Source: an optimization exercise on an open RTL-to-GDS flow (aim: small area and a short achievable clock period). Production flows keep margins and buffers that such runs may drop.
Only simulation tests tie the RTL to the original design; equivalence was not proved.
Power and IR drop assume default switching activity.

==> flow/design.v, too long to show whole: its modules and the start of the top module <==
// module G_XOR2: 3 lines
// module G_AND2: 3 lines
// module G_AO21: 3 lines
// module G_MUX2I: 3 lines
// module G_ZERO_T: 3 lines
// module G_ZERO_I: 3 lines
// module ALU_Logic_Bit: 4 lines
// module ALU_Result_Bit: 5 lines
// module ALU: 901 lines
// module RF_Write_Cell: 3 lines
// module RF_AOI222: 4 lines
// module RF_NAND4: 3 lines
// module RF_AND3: 3 lines
// module RF_NOR2: 3 lines
// module RF_NAND2: 3 lines
// module RF_Read_Port: 21 lines
// module Store_Offset: 23 lines
// module Microprocessor: 190 lines
module Microprocessor
    (
        input wire clk,
        input wire rst,
        output logic [31:0] imem_addr,
        input logic [31:0] imem_data,
        output logic dmem_en,
        output logic [3:0] dmem_we,
        output logic [12:0] dmem_addr,
        output logic [31:0] dmem_wdata,
        input logic [31:0] dmem_rdata,
        output logic [31:0] register_in,
        output logic [31:0] pc,
        output logic reg_wr,
        output logic [4:0] reg_wr_sel
    );
  // ...
==> flow/run.sh <==
#!/bin/bash
# synth_recipe.tcl (not shown) runs the flow's synth.tcl, then flattens the netlist and writes it again
# the make line also repeats each setting of config.mk as NAME=value (left out here)
make -C /OpenROAD-flow-scripts/flow DESIGN_CONFIG=/design/flow/config.mk WORK_HOME=/design/flow/orfs CLKGATE_MAP_FILE= SYNTH_SCRIPT=/design/flow/synth_recipe.tcl finish
==> flow/config.mk <==
export PLATFORM = sky130hd
export DESIGN_NAME = Microprocessor
export DESIGN_NICKNAME = Microprocessor
export VERILOG_FILES = /design/flow/design.v
export SDC_FILE = /design/flow/constraint.sdc
export NUM_CORES = 4
export LEC_CHECK = 0
export CAP_MARGIN = 20
export CORE_MARGIN = 2
export CORE_UTILIZATION = 42
export SETUP_SLACK_MARGIN = 5
export SLEW_MARGIN = 30
export SYNTH_HIERARCHICAL = 1
export SYNTH_MINIMUM_KEEP_SIZE = 0
==> flow/constraint.sdc <==
create_clock -name core_clock -period 15.0 [get_ports {clk}]
set_input_delay 3.0000 -clock core_clock [delete_from_list [all_inputs] [get_ports {clk}]]
set_output_delay 3.0000 -clock core_clock [all_outputs]
set_load 0.01 [all_outputs]
==> results.txt, run 1 <==
- Final Hold Vio Count: 0
- Met2 GRT Util: 64.5%
- Most common cell in the netlist: dfxtp_1
- Seq Cell Count: 1104
- Kind of critical path: in2out
- Slowest-stage cell, CP: nand4_1
- Dominant kind of cell: multi-input combinational cells
- Storage element area: 22100 sq um
- Max-slew violation count: 0
- ClkCell Share: 5.69%
- Final RePlAce weighted congestion: 1.08
- Synth area leaders: dfxtp_1, a22o_1, a222oi_1
- Compound-cell area share of the yosys netlist: 36.1%
- Seq/Total Area, Yosys: 39.8%
- Core Util, Final: 55.3%
- CP Max Fanout: 8
- Status: complete, no violations
- Max Cap Viol: 0
- Hold path endpoint: rsz2[0]
- Tapcells: 1755
- Clock Path Buffers: 3
- Synth Area in Adders: 1.57%
- FF-to-FF setup slack: 7.60 ns
- Setup TNS: 0 ns
- Crit path from: imem_data[20]
- Multi-input combinational area share: 48.3%
- Post-DP Area: 62000 sq um
- Initial Util: 42.3%
==> run 2, diff against run 1 <==
--- a/flow/config.mk
+++ b/flow/config.mk
@@ -9,4 +9,7 @@
 export CORE_MARGIN = 2
 export CORE_UTILIZATION = 42
+export CTS_BUF_LIST = sky130_fd_sc_hd__clkbuf_8
+export CTS_CLUSTER_DIAMETER = 50
+export CTS_CLUSTER_SIZE = 16
 export SETUP_SLACK_MARGIN = 5
 export SLEW_MARGIN = 30
==> run 2 against run 1 <==
Against the previous run:
- maximum frequency fell by 1.1%
- sequential cell count did not move
- still clean on timing, DRC and antenna
- global-route usage rose by 0.069 points
- utilization fell by 1.3 points
- sequential power barely moved
- clock power fell by 28%
- sequential share of layout area rose by 0.73 points
- die area did not move
- routed wire length fell by 0.68%
- synthesized cell count did not move
==> results.txt, run 2 <==
- Synth Area in Adders: 1.57% (unchanged)
- Sequential share of power: 50.0% (was 43.6%)
- FF-to-FF setup slack: 7.78 ns (was 7.60 ns)
- Internal power: 4.16 mW (was 5.01 mW)
- Fin nets: 6697 (was 6719)
- Top Metal Used: met5 (unchanged)
- Row cnt: 133 (unchanged)
- Wirelength, routed: 316 mm (was 318 mm)
- Post-DP Area: 62000 sq um (unchanged)
- Layout cells sized above 1: 21.0% (was 21.3%)
- Reg2reg path depth: 24 (was 28)
- Syn Area/Cell: 9.71 sq um (unchanged)
- WL met2: 129 mm (about the same)
- Post-synth ARST share: 0% (unchanged)
- R2R Path End: rf[219] (was rf[509])
- Arr. time, crit path: 7.84 ns (was 7.73 ns)
- Clock latency (worst-skew pair): 0.92 ns (was 0.80 ns)
- Post-Synthesis Cells: 5714 (unchanged)
- Initial Util: 42.3% (unchanged)
- Max-slew violation count: 0 (unchanged)
- Simple logic cell fraction of the synthesized area: 13.8% (unchanged)
- DRC: 0 (unchanged)
- Synth area leaders: dfxtp_1, a22o_1, a222oi_1 (unchanged)
- Buffers added on ports: 216 (unchanged)
- Final setup viols: 0 (unchanged)
- Leakage: 27.5 nW (was 28.3 nW)
- DR WL met3: 46.4 mm (was 45.9 mm)
- Largest register FFs: 992 (unchanged)
- DR WL/cell: 37.5 um (was 37.7 um)
- Grt ovf: 0 (unchanged)
- Worst hold slack: 0.338 ns (was 0.328 ns)
- EDFF count, synth: 0 (unchanged)
- Global-route wire length before repair: 436 mm (about the same)
- Max Cap Viol: 0 (unchanged)
- Die Wd: 368 um (unchanged)
- Vias per inst: 7.50 (was 7.49)
- Yosys warnings: 9 (unchanged)
- Router iterations before antenna repair: 17 (was 22)
- WP data required: 12.00 ns (about the same)
- CTS hold repair buffers: 0 (unchanged)
- Final min period: 10.84 ns (was 10.73 ns)
- #FFs+latches synth: 1104 (unchanged)
- Hold path endpoint: rsz2[0] (unchanged)
- Prevailing post-synth register cell: dfxtp_1 (unchanged)
- Post-DP HPWL: 198 mm (unchanged)
- Syn Nets: 5848 (unchanged)
- # fillers: 11800 (was 11600)
- I/O pin total: 218 (unchanged)
- Most frequent cells in the layout: dfxtp_1, a22o_1, a222oi_1 (unchanged)
- Hold path depth: 0 (unchanged)
- Final Instance Area: 70900 sq um (was 72600 sq um)
- FF-to-FF Start: wait_[1] (unchanged)
- Layout area overhead: 27.7% (was 30.8%)
- Mapped Area: 55500 sq um (unchanged)
- Peak VDD IR: 72.0 uV (was 104 uV)
- RSZ-0062 raised after global routing: yes (unchanged)
- Clk pwr share: 37.4% (was 45.4%)
- Most flops, register: rf (unchanged)
- Hold WC Path Type: reg2reg (unchanged)
- Gr usage total: 44.2% (was 44.1%)
- Gate power share: 12.6% (was 11.0%)
- Leading area contributor after synthesis: dfxtp_1 (unchanged)
- Critical Path End Type: output pin (unchanged)
- Seq/Total Area, Yosys: 39.8% (unchanged)
- CTS Buf Count: 112 (was 117)
- Startpoint types: input port (unchanged)
- CP Max Fanout: 32 (was 8)
- XOR/XNOR Fraction of Synth Area: 2.45% (unchanged)
- Post-route ant nets: 0 (unchanged)
- Kind of critical path: in2out (unchanged)
- Clock-pin slew on the worst setup and hold paths: 0.08 ns (was 0.06 ns)
- Final RePlAce weighted congestion: 1.08 (unchanged)
- Net Sw Frac: 30.6% (was 27.2%)
- Status: complete, no violations (unchanged)
- Slew HR: 28.6% (was 22.8%)
- Top cells by count, synth: dfxtp_1, a22o_1, a222oi_1 (unchanged)
- Yosys top cell area share: 39.8% (unchanged)
- Cell area power density: 84.5 nW/um^2 (was 94.8 nW/um^2)
- Drt initial violations: 14600 (was 15100)
- Net Sw Power: 1.83 mW (was 1.88 mW)
- M1 WL: 108 mm (was 110 mm)
- Setup TNS: 0 ns (unchanged)
- Vias in the first global route: 57600 (was 57500)
- CTS root buffer: clkbuf_8 (was clkbuf_16)
- Vias: 63100 (was 63200)
- Initial antenna violation count: 20 (was 13)
- Core box area: 131000 sq um (unchanged)
- CTS Sinks: 1104 (unchanged)
- FMAX: 92.2 MHz (was 93.2 MHz)
- CTS tree: done (unchanged)
- Synth cell types: 95 (unchanged)
- Most common cell in the netlist: dfxtp_1 (unchanged)
- Clock Skew: 0.0661 ns (was 0.0870 ns)
- Clock Path Buffers: 3 (unchanged)
- Compound-cell area share of the yosys netlist: 36.1% (unchanged)
- Slew @ Worst Pin: 1.07 ns (was 1.15 ns)
- Largest net degree at the start of global routing: 49 (unchanged)
- Multiplexer share of the synthesized area: 3.96% (unchanged)
- Die Span Y: 368 um (unchanged)
- Largest family of logic cells by synthesized area: compound AO/OA/AOI/OAI gates (unchanged)
- H-Tree Depth: 3 (unchanged)
- Die outline area: 135000 sq um (unchanged)
- Hold Crit Start: rsz1[0] (unchanged)
- Final Hold Vio Count: 0 (unchanged)
- Fin crit share: 72.3% (was 71.5%)
- Commonest non-fill, non-tap cell in the layout: dfxtp_1 (unchanged)
## run 2: cell count changes in the layout (fill, tap and decap cells not counted), sizes merged, moves of 2 or more
| cell | previous run | this run |
|---|---|---|
| bufinv | 13 | 7 |
| clkinv | 35 | 25 |
| dlygate4sd2 | 7 | 5 |
| bufbuf | 6 | 4 |
| clkbuf | 168 | 128 |
| inv | 111 | 147 |
| buf | 727 | 713 |
| clkinvlp | 4 | 11 |
## run 2: worst max-delay path by stage
stage	end	start
3_5_place_dp	dmem_wdata[9]	imem_data[22]
5_1_grt	dmem_wdata[9]	imem_data[22]
4_1_cts	dmem_wdata[9]	imem_data[20]
3_3_place_gp	dmem_wdata[20]	imem_data[24]
6_report	dmem_wdata[9]	imem_data[22]
2_1_floorplan	dmem_addr[6]	imem_data[24]
## run 2: worst max-delay path: stages
cell	delay, ns
buf_16	0.13
buf_4	0.15
nand3_4	0.17
nor2_4	0.07
buf_6	0.24
a222oi_1	0.34
nand4_1	0.88
nor2_2	0.43
nand2_4	0.18
buf_6	0.18
nor4_4	0.12
nand4_1	0.16
nor2_2	0.18
nand4_1	0.16
o221ai_2	0.30
inv_2	0.11
nor2_4	0.12
buf_6	0.14
nand2_2	0.05
nor2_1	0.09
a21oi_1	0.06
o21ai_2	0.27
buf_4	0.18
buf_6	0.10
## run 2: layout make-up
cell class	instances	area [sq um]	share of cell area (%)
well taps	1755	2200	3.10
clock buffers	126	1730	2.45
multi-input cells	4362	35100	49.5
flip-flops and latches	1104	22100	31.2
inverters	108	405	0.572
diodes	4	10.0	0.0141
repair buffers	875	8440	11.9
clock inverters	82	896	1.26
## run 2: metal layers
metal	vias up	global-route usage [%]
li1	25500	-
met1	30400	51.9
met2	5639	64.4
met3	1575	17.0
met4	28	34.0
met5	-	1.53
## run 2: logic make-up (layout without fill, tap and decap cells)
kind of cell / count (synthesis) / count (layout)
buffers and inverters: 275 / 1191
AOI/OAI and AO/OA: 2372 / 2372
other: 1 / 5
DFF: 1104 / 1104
muxes: 208 / 209
adders and majority gates: 69 / 69
xor gates and xnor gates: 155 / 155
and+or+nand+nor: 1530 / 1556
## run 2: modules after synthesis, one instance, submodules excluded, a selection
module | flip-flops and latches | area [sq um] | cells inside
G_ZERO_T | 0 | 6.26 | 1
ALU_Logic_Bit | 0 | 40.0 | 7
G_XOR2 | 0 | 8.76 | 1
RF_Write_Cell | 0 | 8.76 | 1
RF_AND3 | 0 | 6.26 | 1
G_ZERO_I | 0 | 3.75 | 1
RF_Read_Port | 0 | 218 | 46
## run 2: power by group through the flow
| stage | sequential, mW | clock (mW) | combinational, mW |
|---|---|---|---|
| floorplan | 3.06 | 0 | 0.284 |
| CTS | 3.00 | 2.24 | 0.691 |
| finish | 3.00 | 2.24 | 0.757 |
| detailed placement | 3.06 | 0 | 0.593 |
| global route | 3.00 | 2.36 | 0.757 |
| global placement | 3.06 | 0 | 0.585 |
## run 2: repair_timing
action | CTS | global route
pin swaps | 292 | 130
resized for setup | 719 | 125
endpoints found under the setup margin | 610 | 49
cloned | 33 | 2
buffers inserted | 340 | 89
## run 2: stage by stage
step | utilization, % | std cells | power, mW | setup slack [ns]
2_1_floorplan | - | 5714 | 3.34 | 4.99
3_3_place_gp | 47.1 | 7731 | 3.65 | 1.64
3_5_place_dp | 47.2 | 7740 | 3.66 | 1.75
4_1_cts | 53.1 | 8321 | 5.93 | 4.67
5_1_grt | 54.0 | 8414 | 6.12 | 4.22
6_report | 54.0 | 8416 | 5.99 | 4.16
==> run 3, diff against run 2 <==
==> flow/flow/run.sh (new file) <==
#!/bin/bash
# Layout flow: the standard ORFS layout (standard.sh) with one change: the
# input and output ports are buffered with buf_2 cells instead of the
# clkdlybuf4s50 delay cells that buffer_ports picks on its own. Every port
# still gets its buffer; everything else is the standard flow. ORFS keeps each
# step's full log under orfs/logs/; make's own output goes to orfs_flow.log.
set -euo pipefail
cd "$(dirname "$0")/.."
bash ./standard.sh "BUFFER_PORTS_ARGS=-buffer_cell sky130_fd_sc_hd__buf_2" finish > orfs_flow.log 2>&1
==> flow/standard.sh (new file) <==
#!/bin/bash
# synth_recipe.tcl (not shown) runs the flow's synth.tcl, then flattens the netlist and writes it again
# the make line also repeats each setting of config.mk as NAME=value (left out here)
make -C /OpenROAD-flow-scripts/flow DESIGN_CONFIG=/design/flow/config.mk WORK_HOME=/design/flow/orfs CLKGATE_MAP_FILE= SYNTH_SCRIPT=/design/flow/synth_recipe.tcl "${@:-finish}"
removed: flow/run.sh
==> run 3 against run 2 <==
Against the previous run:
- largest cell class unchanged
- clock skew rose by 0.030 ns
- utilization fell by 0.75 points
- sequential power barely moved
- count of clock-buffer cells in the layout fell by 7
- still clean
==> results.txt, run 3 <==
- WP data required: 12.00 ns (about the same)
- Largest register FFs: 992 (unchanged)
- Fin nets: 6583 (was 6697)
- Die Wd: 368 um (unchanged)
- Vias in the first global route: 56000 (was 57600)
- Multiplexer share of the synthesized area: 3.96% (unchanged)
- Hold path endpoint: rsz2[1] (was rsz2[0])
- FF-to-FF setup slack: 7.71 ns (was 7.78 ns)
- Drt initial violations: 15300 (was 14600)
- Worst hold slack: 0.346 ns (was 0.338 ns)
- Top cells by count, synth: dfxtp_1, a22o_1, a222oi_1 (unchanged)
- Setup WS pre-CTS: 2.88 ns (was 1.75 ns)
- Gr usage total: 44.1% (was 44.2%)
- DR WL/cell: 38.9 um (was 37.5 um)
- Leakage: 27.4 nW (was 27.5 nW)
- Die outline area: 135000 sq um (unchanged)
- Max-slew violation count: 0 (unchanged)
- Grt ovf: 0 (unchanged)
- Max Cap Viol: 0 (unchanged)
- I/O pin total: 218 (unchanged)
- Leading area contributor after synthesis: dfxtp_1 (unchanged)
- Slew @ Worst Pin: 1.09 ns (was 1.07 ns)
- Simple logic cell fraction of the synthesized area: 13.8% (unchanged)
- Peak VDD IR: 76.6 uV (was 72.0 uV)
- CTS tree: done (unchanged)
- Buffers added on ports: 216 (unchanged)
- Initial antenna violation count: 15 (was 20)
- Hold WC Path Type: reg2reg (unchanged)
- Post-Synthesis Cells: 5714 (unchanged)
- R2R Path End: rf[721] (was rf[219])
- Compound-cell area share of the yosys netlist: 36.1% (unchanged)
- Syn Nets: 5848 (unchanged)
- Row cnt: 133 (unchanged)
- Yosys top cell area share: 39.8% (unchanged)
- Cell area power density: 85.8 nW/um^2 (was 84.5 nW/um^2)
- CTS root buffer: clkbuf_8 (unchanged)
- Worst-path cell chain: buf_12, nand3b_1, buf_12, buf_12, nor2_4, buf_12, a222oi_1, nand4_1, nor2_1, nand2_2, nand3_1, a21oi_1, o221ai_1, o21ai_1, nor4_2, o221ai_2, inv_2, buf_6, nor2_4, nor3b_4, buf_12, a22o_1, buf_2 (was buf_16, buf_4, nand3_4, nor2_4, buf_6, a222oi_1, nand4_1, nor2_2, nand2_4, buf_6, nor4_4, nand4_1, nor2_2, nand4_1, o221ai_2, inv_2, nor2_4, buf_6, nand2_2, nor2_1, a21oi_1, o21ai_2, buf_4, buf_6)
- CTS Sinks: 1104 (unchanged)
- #FFs+latches synth: 1104 (unchanged)
- Post-DP HPWL: 198 mm (about the same)
- H-Tree Depth: 3 (unchanged)
- Final RePlAce weighted congestion: 1.06 (was 1.08)
- FF-to-FF Start: wait_[1] (unchanged)
- Mapped Area: 55500 sq um (unchanged)
- Clock latency (worst-skew pair): 0.94 ns (was 0.92 ns)
- Global-route wire length before repair: 434 mm (was 436 mm)
- Most flops, register: rf (unchanged)
- Core Util, Final: 53.2% (was 54.0%)
- Clock Path Buffers: 3 (unchanged)
- Prevailing post-synth register cell: dfxtp_1 (unchanged)
- Most frequent cells in the layout: dfxtp_1, a22o_1, a222oi_1 (unchanged)
- Setup TNS: 0 ns (unchanged)
- Final min period: 10.86 ns (was 10.84 ns)
- Net Sw Frac: 30.2% (was 30.6%)
- Most frequent cell on the critical path: buf_12 (was buf_6)
- Startpoint types: input port (unchanged)
- Arr. time, crit path: 7.86 ns (was 7.84 ns)
- Kind of critical path: in2out (unchanged)
- Net Sw Power: 1.81 mW (was 1.83 mW)
- Vias: 63000 (was 63100)
- Largest family of logic cells by synthesized area: compound AO/OA/AOI/OAI gates (unchanged)
- Final setup viols: 0 (unchanged)
- Status: complete, no violations (unchanged)
- DRC: 0 (unchanged)
- Router iterations before antenna repair: 17 (unchanged)
- XOR/XNOR Fraction of Synth Area: 2.45% (unchanged)
- Slew HR: 27.7% (was 28.6%)
- Core box area: 131000 sq um (unchanged)
- Sequential share of power: 50.0% (about the same)
- EDFF count, synth: 0 (unchanged)
- CP Max Fanout: 32 (unchanged)
- Commonest non-fill, non-tap cell in the layout: dfxtp_1 (unchanged)
- FMAX: 92.1 MHz (was 92.2 MHz)
- Internal power: 4.19 mW (was 4.16 mW)
- Final Hold Vio Count: 0 (unchanged)
- Clk pwr share: 37.8% (was 37.4%)
- Clock-pin slew on the worst setup and hold paths: 0.09 ns (was 0.08 ns)
- Slowest-stage cell, CP: a222oi_1 (was nand4_1)
- Post-route ant nets: 0 (unchanged)
- Synth area leaders: dfxtp_1, a22o_1, a222oi_1 (unchanged)
- Largest net degree at the start of global routing: 49 (unchanged)
- Post-synth ARST share: 0% (unchanged)
- Clock Skew: 0.0957 ns (was 0.0661 ns)
- Hold path depth: 0 (unchanged)
- Fin crit share: 72.4% (was 72.3%)
- Initial Util: 42.3% (unchanged)
- Seq/Total Area, Yosys: 39.8% (unchanged)
- Hold Crit Start: rsz1[1] (was rsz1[0])
- RSZ-0062 raised after global routing: yes (unchanged)
- Layout cells sized above 1: 21.8% (was 21.0%)
- Critical Path End Type: output pin (unchanged)
- CTS Buf Count: 110 (was 112)
- Yosys warnings: 9 (unchanged)
- Crit-path max cell delay: 0.65 ns (was 0.88 ns)
- Gate power share: 12.2% (was 12.6%)
- Reg2reg path depth: 25 (was 24)
- CTS hold repair buffers: 0 (unchanged)
- Synth Area in Adders: 1.57% (unchanged)
- Wirelength, routed: 323 mm (was 316 mm)
- Die Span Y: 368 um (unchanged)
- Layout area overhead: 26.0% (was 27.7%)
- Synth cell types: 95 (unchanged)
- Post-route worst setup slack: 4.14 ns (was 4.16 ns)
- Vias per inst: 7.59 (was 7.50)
- Most common cell in the netlist: dfxtp_1 (unchanged)
- Syn Area/Cell: 9.71 sq um (unchanged)
[run 3: logic make-up (layout without fill, tap and decap cells)]
kind of cell             count (synthesis)  after routing
AO/OA/AOI/OAI                         2372           2373
XOR/XNOR                               155            155
adder cells (fa/ha/maj)                 69             69
buffers and inverters                  275           1090
flip-flops                            1104           1104
multiplexers                           208            210
other                                    1              9
AND/OR/NAND/NOR                       1530           1538
[run 3: power groups by stage]
| stage | combinational [mW] | clock [mW] | sequential (mW) |
|---|---|---|---|
| 2_1_floorplan | 0.284 | 0 | 3.06 |
| 3_3_place_gp | 0.569 | 0 | 3.06 |
| 3_5_place_dp | 0.576 | 0 | 3.06 |
| 4_1_cts | 0.661 | 2.26 | 3.00 |
| 5_1_grt | 0.728 | 2.37 | 3.00 |
| 6_report | 0.731 | 2.27 | 3.00 |
[run 3: how the worst max path moves through the flow]
stage	slack, ns	to	cells after the start	from
CTS	4.76	dmem_addr[10]	21	imem_data[22]
detailed placement	2.88	dmem_wdata[12]	22	imem_data[23]
floorplan	4.99	dmem_addr[6]	19	imem_data[24]
global route	4.29	dmem_wdata[10]	27	imem_data[23]
global placement	2.86	dmem_wdata[12]	22	imem_data[23]
finish	4.14	dmem_wdata[20]	23	imem_data[16]
[run 3: layout make-up]
type | instances | area [sq um]
fill | 11900 | 61400
inverter | 108 | 405
tap | 1755 | 2200
timing repair buffer | 779 | 7760
clock inverter | 84 | 986
sequential | 1104 | 22100
multi-input combinational | 4346 | 34800
antenna | 8 | 20.0
clock buffer | 119 | 1640
[run 3: routing by layer]
layer	GRT usage (%)	up-vias	wire [um]
li1	-	25300	-
met1	53.5	30600	113000
met2	64.6	5721	132000
met3	14.8	1409	45900
met4	32.4	10	31300
met5	0.677	-	167
[run 3: what timing repair did]
action | in CTS | in global routing
hold endpoints to repair | 0 | 0
pin swaps | 233 | 119
endpoints found under the setup margin | 49 | 49
setup buffers | 239 | 76
cloned | 35 | 15
resized for setup | 477 | 121
[run 3: per-stage QoR]
step                power (mW)  cell area, sq um  cells
floorplan                 3.34             55800   5714
global placement          3.63             60600   7716
detailed placement        3.64             60800   7725
CTS                       5.91             68300   8202
global route              6.10             69900   8298
finish                    6.00             69900   8303
[run 3: worst max-delay path, delay by kind of cell]
family,cells,cell delay (ns)
and+or+nand+nor,9,2.12
AOI/OAI and AO/OA,6,1.54
buffers and inverters,8,1.13
[run 3: Yosys stat by module, one instance, submodules excluded, a selection]
module,flip-flops and latches,copies in the design,cell area (sq um),cells inside
RF_Write_Cell,0,992,8.76,1
RF_NOR2,0,64,3.75,1
G_AO21,0,130,7.51,1
G_XOR2,0,96,8.76,1
ALU,0,1,404,59
G_ZERO_I,0,21,3.75,1
G_ZERO_T,0,10,6.26,1
RF_AND3,0,64,6.26,1
RF_NAND4,0,128,6.26,1
G_MUX2I,0,161,10.0,1
ALU_Logic_Bit,0,32,40.0,7
RF_Read_Port,0,2,218,46
ALU_Result_Bit,0,32,16.3,3

port drivers added, routing unchanged:
Ports are ideal in the flow. The routed layouts listed here were re-timed in OpenROAD.
Step 1 (the two cells are an assumption about what drives the block):
set clk [get_ports {clk}]
set_driving_cell -lib_cell sky130_fd_sc_hd__clkbuf_16 $clk
set_driving_cell -lib_cell sky130_fd_sc_hd__buf_2 [delete_from_list [all_inputs] $clk]
Step 2 moves the port delays by t, midway between the first and last clock arrival at a register: inputs arrive t later, outputs are due t later. That takes back most of the time a late clock gives input paths.
Slacks: ideal / step 1 / step 2; pairs: ideal / step 1.
run | shift t [ns] | slack for setup (ns) | worst slew at a driven data input, ns
run 1 | 0.839 | 4.274 / 4.080 / 4.080 | 0.28
run 2 | 0.957 | 4.158 / 3.906 / 3.906 | 0.33
run 3 | 0.968 | 4.138 / 3.972 / 3.972 | 0.34
After both steps every run listed still meets setup and hold. The setup slack of run 2, which loses most, moves by -0.252 ns with the drivers and by -0.252 ns with both steps.
